This design comes from an exercise in tuning for small area on the open sky130 flow, not from production work.
Only simulation tests tie the RTL to the original design; equivalence was not proved.

File: flow/config.mk
export PLATFORM = sky130hd
export DESIGN_NAME = fc_core
export DESIGN_NICKNAME = fc_core
export VERILOG_FILES = /design/flow/design.v
export SDC_FILE = /design/flow/constraint.sdc
export NUM_CORES = 4
export LEC_CHECK = 0
export CAP_MARGIN = 20
export CORE_MARGIN = 2
export CORE_UTILIZATION = 40
export SLEW_MARGIN = 20
File: flow/constraint.sdc
create_clock -name core_clock -period 28.0 [get_ports {clk}]
set_input_delay 5.6000 -clock core_clock [delete_from_list [all_inputs] [get_ports {clk}]]
set_output_delay 5.6000 -clock core_clock [all_outputs]
set_load 0.01 [all_outputs]
File: flow/design.v
module pid(
	input logic clk,
	input logic rst,
	input logic data_ready,
	input logic signed[15:0] gyro,
	input logic[11:0] stick,
	output logic signed[12:0] power
);
	parameter signed P = 1;  
	parameter signed D = 0;
	parameter signed I = 0;
	parameter signed FS = 1000;  
	parameter signed MAX = 400;  
	parameter signed MAX_ITERM = 1024 <<< 18;
	localparam signed max_scaled = MAX * 1; 
	wire signed[60:0] scaled_gyro = gyro * FS;  
	wire signed[63:0] scaled_gyro_aligned = {scaled_gyro, {3{1'b0}}};  
	wire signed[11:0] shifted_stick = stick - 500;
	wire signed[63:0] squared_stick = shifted_stick < 0 ? (-shifted_stick * shifted_stick) : (shifted_stick * shifted_stick);
	wire signed[63:0] scaled_stick = squared_stick * max_scaled;  
	wire signed[63:0] diff = scaled_stick - scaled_gyro_aligned;  
	logic signed[63:0] prevValues[0:7];
	logic[2:0] prevValuePtr;
	logic signed[63:0] accumulator;
	wire signed[63:0] nextAcc = accumulator + diff;
	always @(posedge clk) begin
		if (rst) begin
			for (int k = 0; k < 8; k++) prevValues[k] <= 64'sd0;
			prevValuePtr <= 0;
			accumulator <= 64'sd0;
		end else if (data_ready) begin
			prevValues[prevValuePtr] <= diff;
			prevValuePtr <= prevValuePtr + 1;
			accumulator <= nextAcc;
		end
	end
	wire signed[63:0] delta = prevValues[prevValuePtr - 3'd1] - prevValues[prevValuePtr];
	wire signed[63:0] iterm = accumulator * I;
	wire signed[63:0] capped_iterm = iterm > MAX_ITERM ? MAX_ITERM : (iterm < -MAX_ITERM ? -MAX_ITERM : iterm);
	wire signed[48:0] result = (diff * P) - (delta * D) + capped_iterm;  
	assign power = result[48:36];  
endmodule
module fc_core(
	input logic clk,
	input logic rst,                    
	input logic data_ready,             
	input logic signed[15:0] gyro_x,
	input logic signed[15:0] gyro_y,
	input logic[11:0] ch_throttle,      
	input logic[11:0] ch_roll,          
	input logic[11:0] ch_pitch,         
	input logic[11:0] ch_arm,           
	output logic[11:0] motor_br,        
	output logic[11:0] motor_fr,        
	output logic[11:0] motor_fl,        
	output logic[11:0] motor_bl         
);
	localparam signed MOTOR_MIN = 150;
	localparam signed MOTOR_MAX = 600;
	wire[11:0] ly = ch_throttle; 
	wire[11:0] rx = ch_roll; 
	wire[11:0] ry = ch_pitch; 
	wire[11:0] arm = ch_arm;
	logic armed;
	wire  signed[12:0] throttle = ((ly * (MOTOR_MAX - MOTOR_MIN))>>>10) + MOTOR_MIN;
	logic signed[12:0] rollNet;
	logic signed[12:0] pitchNet;
	wire signed[12:0] yawNet = 13'sd0;
	pid #(.P(31'd4 <<< 18), .D(31'd160 <<< 18), .I(32'sd6291), .MAX(10'd300)) roll(.clk(clk),.rst(rst),.data_ready(data_ready),.gyro(gyro_x),.stick(rx), .power(rollNet));
	pid #(.P(31'd4 <<< 18), .D(31'd160 <<< 18), .I(32'sd6291), .MAX(10'd300)) pitch(.clk(clk),.rst(rst),.data_ready(data_ready),.gyro(gyro_y),.stick(ry), .power(pitchNet));
	wire signed[15:0] fl = throttle +rollNet -pitchNet -yawNet;
	wire signed[15:0] fr = throttle -rollNet -pitchNet +yawNet;
	wire signed[15:0] bl = throttle +rollNet +pitchNet +yawNet;
	wire signed[15:0] br = throttle -rollNet +pitchNet -yawNet;
	assign motor_br = !armed ? 1'b0 : (br < MOTOR_MIN ? MOTOR_MIN : (br > MOTOR_MAX ? MOTOR_MAX : br));
	assign motor_fr = !armed ? 1'b0 : (fr < MOTOR_MIN ? MOTOR_MIN : (fr > MOTOR_MAX ? MOTOR_MAX : fr));
	assign motor_fl = !armed ? 1'b0 : (fl < MOTOR_MIN ? MOTOR_MIN : (fl > MOTOR_MAX ? MOTOR_MAX : fl));
	assign motor_bl = !armed ? 1'b0 : (bl < MOTOR_MIN ? MOTOR_MIN : (bl > MOTOR_MAX ? MOTOR_MAX : bl));
	logic[11:0] prev_arm;
	always @(posedge clk) begin
		if (rst) begin
			armed <= 0;
			prev_arm <= 0;
		end else begin
			prev_arm <= arm;
			if (arm > 500 && prev_arm < 500) begin
				if (ly < 50) armed <= 1;
			end
			if (arm < 500) armed <= 0;
		end
	end
endmodule
File: flow/run.sh
#!/bin/bash
# synth_recipe.tcl (not shown) runs the flow's synth.tcl, then flattens the netlist and writes it again
# the make line also repeats each setting of config.mk as NAME=value (left out here)
make -C /OpenROAD-flow-scripts/flow DESIGN_CONFIG=/design/flow/config.mk WORK_HOME=/design/flow/orfs CLKGATE_MAP_FILE= SYNTH_SCRIPT=/design/flow/synth_recipe.tcl finish
==> results of run 1 <==
## kinds of logic (layout without fill, tap and decap cells)
group	count (synthesis)	in the layout	share of synthesized area, %
mux	391	391	4.36
simple gates	3740	3740	12.1
flops	531	531	9.88
compound gates	2628	2628	11.6
buf+inv	3862	4077	9.97
fa+ha+maj	4218	4218	46.7
xor+xnor	902	902	5.43
other cells	1	10	0.00256
## through the flow
stage	setup WS (ns)	hold slack [ns]	instance area, µm²	instances
floorplan	0.961	0.495	146000	16280
global placement	-0.108	0.515	155000	21164
detailed placement	-0.316	0.527	155000	21164
CTS	0.00507	0.540	157000	21280
global route	-0.200	0.581	158000	21312
finish	0.645	0.539	158000	21313
## flip-flops by register name (all words and copies together) (netlist names), named ones only
register	flops
pitch.prevValues	192
pitch.prevValuePtr	3
roll.accumulator	62
pitch.accumulator	62
armed	1
roll.prevValues	192
prev_arm	10
roll.prevValuePtr	3
## repair_timing
action                     in CTS  in global routing
setup endpoints to repair      36                 40
resized for setup               9                217
buffers inserted                1                 31
pin swaps                       1                 39
## worst min path at each step
stage	startpoint	to	slack, ns	depth (start not counted)
2_1_floorplan	pitch.accumulator[60]	pitch.accumulator[60]	0.50	2
3_3_place_gp	roll.accumulator[63]	roll.accumulator[63]	0.52	2
3_5_place_dp	roll.accumulator[63]	roll.accumulator[63]	0.53	2
4_1_cts	roll.accumulator[63]	roll.accumulator[63]	0.54	2
5_1_grt	pitch.accumulator[63]	pitch.accumulator[63]	0.58	2
6_report	roll.accumulator[63]	roll.accumulator[63]	0.54	2
## cells in the mapped netlist (all sizes together) (46+ instances only)
master,n
inv,3391
ha,2130
fa,2088
nor2,1226
nand2,963
a21oi,854
xnor2,634
a21o,503
o21ai,461
edfxtp,384
clkbuf,357
nand2b,304
xor2,265
and2,235
nand3,207
mux4,192
nor2b,181
o21bai,181
nor3,168
mux2i,149
dfxtp,147
nand4,125
o21a,118
buf,100
and3,96
a31oi,80
or2,73
a211oi,67
mux2,50
or3,46
## worst max-delay path, delay by kind of cell
family                   cells  cell delay (ns)
AND/OR/NAND/NOR             17             2.97
adder cells (fa/ha/maj)     18             6.48
XOR/XNOR                     6             0.96
buffers and inverters       17             2.65
AO/OA/AOI/OAI               16             3.03
## per-layer routing
| layer | GRT usage [%] | up-vias | part of all wire [%] |
|---|---|---|---|
| li1 | - | 53220 | - |
| met1 | 29.7 | 54794 | 45 |
| met2 | 35.7 | 2749 | 47 |
| met3 | 2.19 | 454 | 5.5 |
| met4 | 4.78 | 2 | 2.4 |
| met5 | 0 | - | 0.0020 |
## area by class of cell
cell class | instances | area (µm²)
Fill cell | 36085 | 207000
Multi-Input combinational cell | 11887 | 118000
Sequential cell | 531 | 14500
Inverter | 3404 | 12800
Tap cell | 4816 | 6030
Timing Repair Buffer | 558 | 4570
Clock buffer | 77 | 1620
Clock inverter | 38 | 347
Antenna cell | 2 | 5.00
==> flow_metrics.env, run 1 <==
export IMPL_run_status="complete, no violations"
export IMPL_cp_startpoint="ch_roll[3]"
export IMPL_rows=222
export IMPL_final_common_cell="inv_1"
export IMPL_synthTopCellsByArea="fa_1 29%, ha_1 18%, inv_1 8.7%"
export IMPL_fin_skew_ns=0.0591
export IMPL_antenna_found_initial=5
export IMPL_avgSynthCellArea_um2=9.00
export IMPL_synthToLayoutAreaGrowth_pct=8.13
export IMPL_yosys_warnings=2
export IMPL_max_freq_ghz=0.0366
export IMPL_die_w_um=609
export IMPL_htree_levels=2
export IMPL_clk_insertion_delay_late_ns=0.74
export IMPL_endpoint_kind="output pin"
export IMPL_coreArea_mm2=0.365
export IMPL_wirelength_um=395000
export IMPL_synth_cell_types=119
export IMPL_synth_edf_count=384
export IMPL_die_h_um=609
export IMPL_rsz0062_at_grt="true"
export IMPL_crit_arrival_ns=21.75
export IMPL_drtIter0Drc=6842
export IMPL_r2r_end="roll.accumulator[63]"
export IMPL_drt_antenna_violating_nets=0
export IMPL_globalRouteOverflowTotal=0
export IMPL_crit_type="in2out"
export IMPL_max_stage_delay_ns=0.57
export IMPL_period_share_pct=97.7
export IMPL_drv_cap=0
export IMPL_grt_pass1_vias=113945
export IMPL_grt_max_degree=80
export IMPL_wl_per_cell_um=18.5
export IMPL_clkSinkCount=531
export IMPL_tns_ns=0
export IMPL_path_common_cell="inv_1"
export IMPL_reg2reg_depth=19
export IMPL_cpMaxStageDelayCell="clkdlybuf4s50_1"
export IMPL_cts_root_buf="clkbuf_16"
export IMPL_grtUsageTotal_pct=21.3
export IMPL_hpwl_um=325000
export IMPL_route_vias_total=111219
export IMPL_synth_top_area_cell="fa_1"
export IMPL_hold_viol=0
export IMPL_start_util_pct=40.1
export IMPL_clk_pin_slew_worst_paths_ns=0.05
export IMPL_final_cell_mix="3376 x inv_1, 2103 x ha_1, 2086 x fa_1, 1213 x nor2_1, 957 x nand2_1"
export IMPL_crit_fanout=7
export IMPL_netlist_area_mm2=0.146
export IMPL_postSynthCellCount=16273
export IMPL_worst_pin_slew_ns=1.06
export IMPL_r2r_slack_ns=21.79
export IMPL_drive_gt1_share_pct=6.92
export IMPL_timing_rr_start="roll.accumulator[9]"
export IMPL_nets=20744
export IMPL_first_pass_iters=8
export IMPL_cts_hold_buffers=0
export IMPL_setup_viol=0
export IMPL_max_slew_margin_pct=28.4
export IMPL_cts_tree="built"
export IMPL_holdCritPathClass="reg2reg"
export IMPL_post_route_util_pct=43.4
export IMPL_numCtsBuffers=61
export IMPL_place_gp_congestion=0.930
export IMPL_ys_flop_type="edfxtp_1"
export IMPL_cts_max_path_buffers=3
export IMPL_finalMaxSlewViolations=0
export IMPL_crit_end="motor_fl[0]"
export IMPL_dieArea_mm2=0.371
export IMPL_grt_pass1_wl_um=635000
export IMPL_required_ns=22.40
export IMPL_avgViaCountPerCell=5.22
export IMPL_yosysSeqAreaShare_pct=9.88
export IMPL_synthArstFlopShare_pct=0
export IMPL_finalCriticalPeriod_ns=27.35
export IMPL_critPathLaunchType="input pin"
export IMPL_place_port_buffers=122
export IMPL_ys_ff_latch=531
export IMPL_num_io_pins=131
export IMPL_synth_top_area_share_pct=28.5
export IMPL_drc=0
==> run 2, diff against run 1 <==
==> flow/design.v (replaced) <==
module pid(
	input logic clk,
	input logic rst,
	input logic data_ready,
	input logic h0_valid,               
	input logic h7_valid,               
	input logic signed[15:0] gyro,
	input logic[11:0] stick,
	output logic signed[12:0] power
);
	wire signed[9:0] s = stick[9:0] - 10'd500;
	wire neg = s[9];
	wire[8:0] mag = neg ? -s : s;
	wire[17:0] sq = mag * mag;
	wire[24:0] p75 = sq * 7'd75;
	wire signed[27:0] p75s = {3'b0, p75};
	wire signed[27:0] sp = neg ? -p75s : p75s;
	wire signed[27:0] d = sp - gyro * 28'sd2000;
	logic[23:0] h[0:7];
	logic signed[47:0] acc;
	always @(posedge clk) begin
		if (data_ready && !rst) begin
			h[0] <= d[23:0];
			for (int k = 1; k < 8; k++) h[k] <= h[k-1];
		end
	end
	always @(posedge clk) begin
		if (rst) acc <= 48'sd0;
		else if (data_ready) acc <= acc + d;
	end
	wire[23:0] h0 = h0_valid ? h[0] : 24'd0;
	wire[23:0] h7 = h7_valid ? h[7] : 24'd0;
	wire[23:0] dl = h0 - h7;
	wire[26:0] dl40 = {dl, 3'b0} + {dl[24-3:0], 5'b0};
	wire hi = !acc[47] && (acc > 48'sd10667);
	wire lo = acc[47] && (acc < -48'sd10666);
	wire signed[14:0] a15 = acc[14:0];
	wire signed[27:0] prod = a15 * 28'sd6291;
	wire signed[7:0] t = hi ? 8'sd64 : (lo ? -8'sd64 : prod[27:20]);
	wire[26:0] a = d[26:0] - dl40 + {{19{t[7]}}, t};
	assign power = a[26:14];
endmodule
module fc_core(
	input logic clk,
	input logic rst,                    
	input logic data_ready,             
	input logic signed[15:0] gyro_x,
	input logic signed[15:0] gyro_y,
	input logic[11:0] ch_throttle,      
	input logic[11:0] ch_roll,          
	input logic[11:0] ch_pitch,         
	input logic[11:0] ch_arm,           
	output logic[11:0] motor_br,        
	output logic[11:0] motor_fr,        
	output logic[11:0] motor_fl,        
	output logic[11:0] motor_bl         
);
	wire[9:0] ly = ch_throttle[9:0];
	wire[9:0] arm = ch_arm[9:0];
	logic[3:0] cnt;
	always @(posedge clk) begin
		if (rst) cnt <= 4'd0;
		else if (data_ready && !cnt[3]) cnt <= cnt + 4'd1;
	end
	wire h0_valid = cnt != 4'd0;
	wire h7_valid = cnt[3];
	logic signed[12:0] rollNet, pitchNet;
	pid roll(.clk(clk), .rst(rst), .data_ready(data_ready), .h0_valid(h0_valid), .h7_valid(h7_valid),
	         .gyro(gyro_x), .stick(ch_roll), .power(rollNet));
	pid pitch(.clk(clk), .rst(rst), .data_ready(data_ready), .h0_valid(h0_valid), .h7_valid(h7_valid),
	          .gyro(gyro_y), .stick(ch_pitch), .power(pitchNet));
	wire[18:0] ly450 = ly * 9'd450;
	wire signed[14:0] thr0 = {6'b0, ly450[18:10]};
	wire signed[14:0] throttle = thr0 + 15'sd150;
	wire signed[14:0] fl = throttle + rollNet - pitchNet;
	wire signed[14:0] fr = throttle - rollNet - pitchNet;
	wire signed[14:0] bl = throttle + rollNet + pitchNet;
	wire signed[14:0] br = throttle - rollNet + pitchNet;
	function automatic [11:0] clampm(input logic signed[14:0] v, input logic en);
		clampm = !en ? 12'd0 : (v < 15'sd150 ? 12'd150 : (v > 15'sd600 ? 12'd600 : v[11:0]));
	endfunction
	logic armed;
	assign motor_br = clampm(br, armed);
	assign motor_fr = clampm(fr, armed);
	assign motor_fl = clampm(fl, armed);
	assign motor_bl = clampm(bl, armed);
	logic prev_lt;
	always @(posedge clk) begin
		if (rst) begin
			armed <= 1'b0;
			prev_lt <= 1'b1;
		end else begin
			prev_lt <= arm < 10'd500;
			if (arm > 10'd500 && prev_lt && ly < 10'd50) armed <= 1'b1;
			if (arm < 10'd500) armed <= 1'b0;
		end
	end
endmodule
==> run 2 against run 1 <==
Effect of this change:
- still clean
- fmax grew 0.79%
- utilization grew 2.9 points
- sequential cell count shrank 45
- die area shrank 61%
- hold slack lost 0.14 ns
- critical path type unchanged
- largest cell class unchanged
==> flow_metrics.env, run 2 <==
export IMPL_run_status="complete, no violations"
export IMPL_grt_most_used_layer="met2"
export IMPL_hpwl_um=103000
export IMPL_clkSinkCount=486
export IMPL_finalCriticalPeriod_ns=27.14
export IMPL_max_freq_ghz=0.0368
export IMPL_wirelength_um=126000
export IMPL_antenna_cells=0
export IMPL_max_stage_delay_ns=0.61
export IMPL_hold_path_depth=0
export IMPL_multiInputGateArea_mm2=0.0402
export IMPL_yosys_warnings=3
export IMPL_synth_edf_count=384
export IMPL_cts_max_path_buffers=3
export IMPL_final_common_cell="inv_1"
export IMPL_final_cell_mix="954 x inv_1, 915 x ha_1, 459 x fa_1, 421 x nor2_1, 384 x edfxtp_1"
export IMPL_die_h_um=381
export IMPL_grt_max_degree=186
export IMPL_nets=7829
export IMPL_ys_ff_latch=486
export IMPL_first_pass_iters=5
export IMPL_cpMaxStageDelayCell="or4b_2"
export IMPL_required_ns=22.40
export IMPL_fin_skew_ns=0.0226
export IMPL_htree_levels=2
export IMPL_crit_arrival_ns=21.54
export IMPL_reg_top3="pitch.h x192, roll.h x192"
export IMPL_synthArstFlopShare_pct=0
export IMPL_grtUsageTotal_pct=17.3
export IMPL_ys_flop_type="edfxtp_1"
export IMPL_use_met1_pct=25.3
export IMPL_drt_antenna_violating_nets=0
export IMPL_drive_gt1_share_pct=9.96
export IMPL_finalInstanceArea_mm2=0.0654
export IMPL_crit_type="in2out"
export IMPL_die_w_um=381
export IMPL_avgViaCountPerCell=5.08
export IMPL_coreArea_mm2=0.141
export IMPL_yosysMostFrequentCell="inv_1"
export IMPL_critPathLaunchType="input pin"
export IMPL_dp_slack_ns=-0.462
export IMPL_grtUsageMet2_pct=28.0
export IMPL_cts_root_buf="clkbuf_16"
export IMPL_endpoint_kind="output pin"
export IMPL_grt_pass1_vias=41889
export IMPL_drtIter0Drc=2076
export IMPL_antenna_found_initial=3
export IMPL_synth_cell_types=102
export IMPL_numCtsBuffers=53
export IMPL_clk_insertion_delay_late_ns=0.61
export IMPL_yosysSeqAreaShare_pct=23.8
export IMPL_path_common_cell="inv_1"
export IMPL_synth_common_cells="957 x inv_1, 922 x ha_1, 460 x fa_1"
export IMPL_finalMaxSlewViolations=0
export IMPL_wl_per_cell_um=15.2
export IMPL_cts_tree="built"
export IMPL_synth_top_area_cell="ha_1"
export IMPL_cts_hold_buffers=0
export IMPL_place_gp_congestion=0.885
export IMPL_clk_pin_slew_worst_paths_ns=0.06
export IMPL_postPlaceCellArea_mm2=0.0627
export IMPL_hold_viol=0
export IMPL_start_util_pct=40.3
export IMPL_period_share_pct=96.9
export IMPL_num_io_pins=131
export IMPL_fin_ws_ns=0.860
export IMPL_reg2reg_depth=16
export IMPL_fill_cells=13320
export IMPL_setup_viol=0
export IMPL_synthTopCellsByArea="ha_1 20%, edfxtp_1 20%, fa_1 16%"
export IMPL_synth_top_area_share_pct=20.3
export IMPL_crit_fanout=4
export IMPL_rows=138
export IMPL_globalRouteOverflowTotal=0
export IMPL_worst_pin_slew_ns=1.03
export IMPL_place_port_buffers=114
export IMPL_use_met3_pct=1.62
export IMPL_synthToLayoutAreaGrowth_pct=14.8
export IMPL_dieArea_mm2=0.145
export IMPL_netlist_area_mm2=0.0570
export IMPL_grt_pass1_wl_um=210000
export IMPL_register_area_mm2=0.0136
export IMPL_route_vias_total=42125
export IMPL_drc=0
export IMPL_postSynthCellCount=5918
export IMPL_max_slew_margin_pct=31.6
export IMPL_rsz0062_at_grt="true"
export IMPL_avgSynthCellArea_um2=9.62
export IMPL_drv_cap=0
export IMPL_holdCritPathClass="reg2reg"
run 2: cells by family after synthesis:
logic type,Yosys count,share of synthesized area [%]
other,1,0.00658
AO/OA/AOI/OAI,1130,12.9
AND/OR/NAND/NOR,1340,11.4
buffers and inverters,1039,6.90
multiplexers,73,1.30
flip-flops,486,23.8
adder cells (fa/ha/maj),1382,36.4
XOR/XNOR,467,7.24
run 2: repair_timing:
action                     CTS  global route
pin swaps                    6            54
cloned                       0             0
setup endpoints to repair   19            40
resized for setup           21           150
buffers inserted             2            16
run 2: layout make-up:
type                            instances  share of cell area (%)
Clock buffer                           61                    2.15
Clock inverter                         37                   0.689
Inverter                              962                    5.53
Multi-Input combinational cell       4400                    61.5
Sequential cell                       486                    20.8
Tap cell                             1890                    3.62
Timing Repair Buffer                  461                    5.77
run 2: metal layers:
| layer | up-vias | part of all wire [%] |
|---|---|---|
| met3 | 106 | 3.7 |
| met1 | 20294 | 50 |
| met4 | 4 | 1.4 |
| met2 | 612 | 45 |
| li1 | 21109 | - |
| met5 | - | 0.018 |
run 2: path summary, 6_finish.rpt:
kind	start	endpoint	slack, ns
worst max-delay path	ch_pitch[2]	motor_br[0]	0.86
worst max register to register	roll.acc[1]	roll.acc[46]	23.52
worst min-delay path	roll.h[4][4]	roll.h[5][4]	0.40
worst min register to register	roll.h[4][4]	roll.h[5][4]	0.40
run 2: per-stage QoR:
step / cells / utilization, % / setup TNS (ns) / hold slack (ns)
after global placement: 8181 / 44.3 / -2.15 / 0.400
final: 8297 / 46.3 / 0 / 0.399
after global routing: 8297 / 46.3 / -1.38 / 0.410
after detailed placement: 8181 / 44.3 / -4.11 / 0.405
after floorplan: 5925 / - / 0 / 0.400
after CTS: 8281 / 45.7 / 0 / 0.402
run 2: worst max-delay path, delay by kind of cell:
kind,cells,cell delay (ns)
compound gates,19,3.57
xor+xnor,12,2.12
fa+ha+maj,13,4.94
buf+inv,13,1.57
simple gates,15,3.73

## what the ideal ports hide
The results above use ideal ports. As a check the final layouts listed here were re-extracted and re-timed, cells and wires unchanged.
Step 1: set_driving_cell puts a clkbuf_16 on clk and a buf_2 on each other input, an assumption about the parent block.
Step 2, shift: input delay + t, output delay - t, t = (earliest + latest rising clock arrival at the registers) / 2. This alone moves slack from input paths to output paths.
Three values: no drivers, after step 1, after step 2; two values: the first two.
run | t, ns | slack for setup (ns) | hold WS [ns]
run 1 | 0.778 | 0.645 / 0.488 / 0.488 | 0.539 / 0.539 / 0.539
run 2 | 0.667 | 0.860 / 0.835 / 0.835 | 0.399 / 0.399 / 0.399
After both steps every run listed still meets setup and hold. The setup slack of run 1, which loses most, moves by -0.157 ns with the drivers and by -0.157 ns with both steps.
